Source: an optimization exercise on an open RTL-to-GDS flow (aim: small area, a short achievable clock period and few clock cycles). Production flows keep margins and buffers that such runs may drop. In this exercise RTL edits were held to simulation tests only and were not proved equivalent to the original.

## DivSqrtRecF64
module DivSqrtRecF64(
  input         clock,
                reset,
  output        io_inReady_div,
                io_inReady_sqrt,
  input         io_inValid,
                io_sqrtOp,
  input  [64:0] io_a,
                io_b,
  input  [2:0]  io_roundingMode,
  output        io_outValid_div,
                io_outValid_sqrt,
  output [64:0] io_out,
  output [4:0]  io_exceptionFlags
);
Size: ~5400 cells after synthesis, roughly 410 flip-flops, about 210 I/O pins, roughly 0.033 sq mm of cells after synthesis.
clock: 11.0 ns
lec_check: 0
abc_area: 1
cap_margin: 20
core_margin: 2
core_utilization: 50
setup_slack_margin: 0.3
slew_margin: 20
standard.sh (not shown) runs the stock make flow with config.mk's settings and CLKGATE_MAP_FILE= SYNTH_SCRIPT=/design/flow/synth_recipe.tcl, a recipe that flattens the netlist after the stock synthesis.
==> flow/flow/run.sh <==
#!/bin/bash
# The standard layout (standard.sh), with two changes to how it is made:
#  - adders are left to ABC as plain gates instead of being mapped to the
#    library's full/half adder cells (ADDER_MAP_FILE empty);
#  - the timing repair steps aim for extra setup slack (SETUP_SLACK_MARGIN).
# The clock, the constraints and the rest of the flow are the design's.
# make's output goes to layout.log; ORFS keeps each step's log under orfs/logs.
set -euo pipefail
bash standard.sh ADDER_MAP_FILE= SETUP_SLACK_MARGIN=7.6 finish > layout.log 2>&1
The starting point finished with timing, DRC and antenna clean.
Testbench counts at the start, summed over its fixed seeds: cycles 717,792.
Then changed:
--- a/flow/flow/run.sh
+++ b/flow/flow/run.sh
@@ -9 +9 @@
-bash standard.sh ADDER_MAP_FILE= SETUP_SLACK_MARGIN=7.6 finish > layout.log 2>&1
+bash standard.sh ADDER_MAP_FILE= SETUP_SLACK_MARGIN=7.8 finish > layout.log 2>&1
Effect: Area after synthesis does not change; final area grows by 5.3%; via count grows by 2.7%; maximum frequency grows by 5.6%.
Then changed:
--- a/flow/flow/run.sh
+++ b/flow/flow/run.sh
@@ -9 +9 @@
-bash standard.sh ADDER_MAP_FILE= SETUP_SLACK_MARGIN=7.8 finish > layout.log 2>&1
+bash standard.sh ADDER_MAP_FILE= SETUP_SLACK_MARGIN=7.7 "BUFFER_PORTS_ARGS=-buffer_cell sky130_fd_sc_hd__buf_2" finish > layout.log 2>&1
Settings changed: TNS_END_PERCENT set to 5.
Result: The new run finished clean. Cell count shrinks slightly. Synthesized area is unchanged. Wire length went down by a few percent.

* * *

== run A ==
DivSqrtRecF64 again, from the RTL that the note above started with.
export LEC_CHECK = 0
export ABC_AREA = 1
export CAP_MARGIN = 20
export CORE_MARGIN = 2
export CORE_UTILIZATION = 50
export SETUP_SLACK_MARGIN = 0.3
export SLEW_MARGIN = 20
create_clock -name core_clock -period 11.0 [get_ports {clock}]
==> flow/flow/run.sh <==
#!/bin/bash
# The standard layout (standard.sh), with two changes to how it is made:
#  - adders are left to ABC as plain gates instead of being mapped to the
#    library's full/half adder cells (ADDER_MAP_FILE empty);
#  - the timing repair steps aim for extra setup slack (SETUP_SLACK_MARGIN).
# The clock, the constraints and the rest of the flow are the design's.
# make's output goes to layout.log; ORFS keeps each step's log under orfs/logs.
set -euo pipefail
bash standard.sh ADDER_MAP_FILE= SETUP_SLACK_MARGIN=7.7 "BUFFER_PORTS_ARGS=-buffer_cell sky130_fd_sc_hd__buf_2" finish > layout.log 2>&1
Testbench counts of run A, summed over its fixed seeds: cycles 717,792.
The inputs of run B differ from those of run A as listed below.
- TNS_END_PERCENT: unset -> 25
## What came out
In run B relative to run A, fmax had gone down by a few percent.
Run B vs. run A: detail-routed via count per cell went down by about 0.4%.
Compared run B against run A; post-route non-filler standard cell count within noise.
Looking at launching instance or port of the critical path, the io_sqrtOp result is from run B; the out[20]$_DFF_P_ one comes from run A.
| number of inverters outside the clock class in the layout | run B vs run A | ≈ equal |
The design area on run B is in line with that on run A.
[run B vs run A] number of non-clock buffers: higher in run B
Taking run A as the reference point, the post-CTS resize count of run B falls by about 28%.
Run B against run A; buffers inserted during post-CTS setup optimization is down by more than 10%.
Inputs modified between run B and run C:
- a deleted TNS_END_PERCENT that had been 25
-- flow/flow/run.sh --
<<< run B, line 8
set -euo pipefail
bash standard.sh ADDER_MAP_FILE= SETUP_SLACK_MARGIN=7.7 "BUFFER_PORTS_ARGS=-buffer_cell sky130_fd_sc_hd__buf_2" finish > layout.log 2>&1
>>> run C, line 8
set -euo pipefail
bash standard.sh ADDER_MAP_FILE= SETUP_SLACK_MARGIN=7.5 finish > layout.log 2>&1
Where minimum clock period after layout is concerned, run B is better than run C. There was hardly any difference in parity-gate share of the synthesized area counting xor and xnor cells between run B and run C. Setup slack in run C is smaller than in run B. On cell area after layout, the lower figure sits with run C, not run B.
Setup changes, run C to run D
-- flow/flow/run.sh --
<<< run C, line 8
set -euo pipefail
bash standard.sh ADDER_MAP_FILE= SETUP_SLACK_MARGIN=7.5 finish > layout.log 2>&1
>>> run D, line 8
set -euo pipefail
bash standard.sh ADDER_MAP_FILE= SETUP_SLACK_MARGIN=7.7 finish > layout.log 2>&1
Findings:
Min cell area across run D and run C: run C
Number of non-clock buffers in the layout in run D is 60 higher than in run C
For the actual transition at the worst max-transition pin, run D came in 0.065 ns higher than run C did.
Diff run C -> run D: number of detailed-route iterations in the first pass higher, total of cells resized after clock tree synthesis higher, via count of the first global-routing pass higher, register-to-register slack higher, max-slew headroom at the worst pin lower.
Changes observed in run D relative to run C: overall routing resource usage has increased, count of clock-net buffers in the final layout shows a reduction of about 11%.

* * *

DivSqrtRecF64, a different RTL version from the one above (not shown whole).
For scale: ~5300 cells after synthesis, ~340 flip-flops, about 210 I/O pins, about 32000 µm² of cells after synthesis.
==> flow/config.mk <==
export PLATFORM = sky130hd
export DESIGN_NAME = DivSqrtRecF64
export DESIGN_NICKNAME = DivSqrtRecF64
export VERILOG_FILES = /design/flow/design.v
export SDC_FILE = /design/flow/constraint.sdc
export NUM_CORES = 8
export LEC_CHECK = 0
export ABC_AREA = 1
export CAP_MARGIN = 20
export CORE_MARGIN = 2
export CORE_UTILIZATION = 50
export PLACE_DENSITY = 0.75
export SETUP_SLACK_MARGIN = 0.3
export SLEW_MARGIN = 20
==> flow/constraint.sdc <==
create_clock -name core_clock -period 11.0 [get_ports {clock}]
set_input_delay 2.2000 -clock core_clock [delete_from_list [all_inputs] [get_ports {clock}]]
set_output_delay 2.2000 -clock core_clock [all_outputs]
set_load 0.01 [all_outputs]
==> flow/flow/run.sh <==
#!/bin/bash
# The standard layout (standard.sh), with two changes to how it is made:
#  - adders are left to ABC as plain gates instead of being mapped to the
#    library's full/half adder cells (ADDER_MAP_FILE empty);
#  - the timing repair steps aim for extra setup slack (SETUP_SLACK_MARGIN).
# The clock, the constraints and the rest of the flow are the design's.
# make's output goes to layout.log; ORFS keeps each step's log under orfs/logs.
set -euo pipefail
bash standard.sh ADDER_MAP_FILE= SETUP_SLACK_MARGIN=7.6 finish > layout.log 2>&1
Testbench counts at the start, summed over its fixed seeds: cycles 717,792.
==> next run, changes <==
--- a/flow/flow/run.sh
+++ b/flow/flow/run.sh
@@ -7,3 +7,3 @@
 # make's output goes to layout.log; ORFS keeps each step's log under orfs/logs.
 set -euo pipefail
-bash standard.sh ADDER_MAP_FILE= SETUP_SLACK_MARGIN=7.6 finish > layout.log 2>&1
+bash standard.sh ADDER_MAP_FILE= SETUP_SLACK_MARGIN=7.7 finish > layout.log 2>&1
PLACE_DENSITY = not set   (was 0.75)
- The changed run passed the timing, design-rule and antenna checks
- design area rose by 4.1%
- worst setup slack stays flat
- routed wire length rose by 1.7%

-- what the ideal ports hide --
The results above use ideal ports. As a check the final layouts listed here were re-extracted and re-timed, cells and wires unchanged.
Step 1 (the two cells are an assumption about what drives the block):
set clk [get_ports {clock}]
set_driving_cell -lib_cell sky130_fd_sc_hd__clkbuf_16 $clk
set_driving_cell -lib_cell sky130_fd_sc_hd__buf_2 [delete_from_list [all_inputs] $clk]
Step 2 also shifts input and output timing later by t, the mid clock arrival at the registers, as if the neighbouring blocks saw the same clock.
a / b / c = no drivers / after step 1 / after step 2; a / b = the first two.
run	shift t [ns]	setup WS [ns]	worst register clock-pin slew, ns
the first run of note 1	0.692	7.527 / 7.527 / 6.920	0.07 / 0.07
the second run of note 1	0.704	7.710 / 7.638 / 7.182	0.06 / 0.06
the third run of note 1	0.695	7.556 / 7.556 / 6.992	0.07 / 0.07
run A	0.699	7.716 / 7.644 / 7.105	0.07 / 0.07
run B	0.700	7.642 / 7.637 / 6.996	0.07 / 0.07
run C	0.709	7.532 / 7.492 / 6.920	0.07 / 0.07
run D	0.709	7.700 / 7.639 / 7.039	0.07 / 0.07
the first run of note 3	0.662	7.495 / 7.431 / 6.957	0.07 / 0.07
the second run of note 3	0.676	7.496 / 7.425 / 7.055	0.07 / 0.07
After both steps every run listed still meets setup and hold. For run D, which loses most, drivers alone change the setup slack by -0.061 ns; drivers and shift together by -0.661 ns.
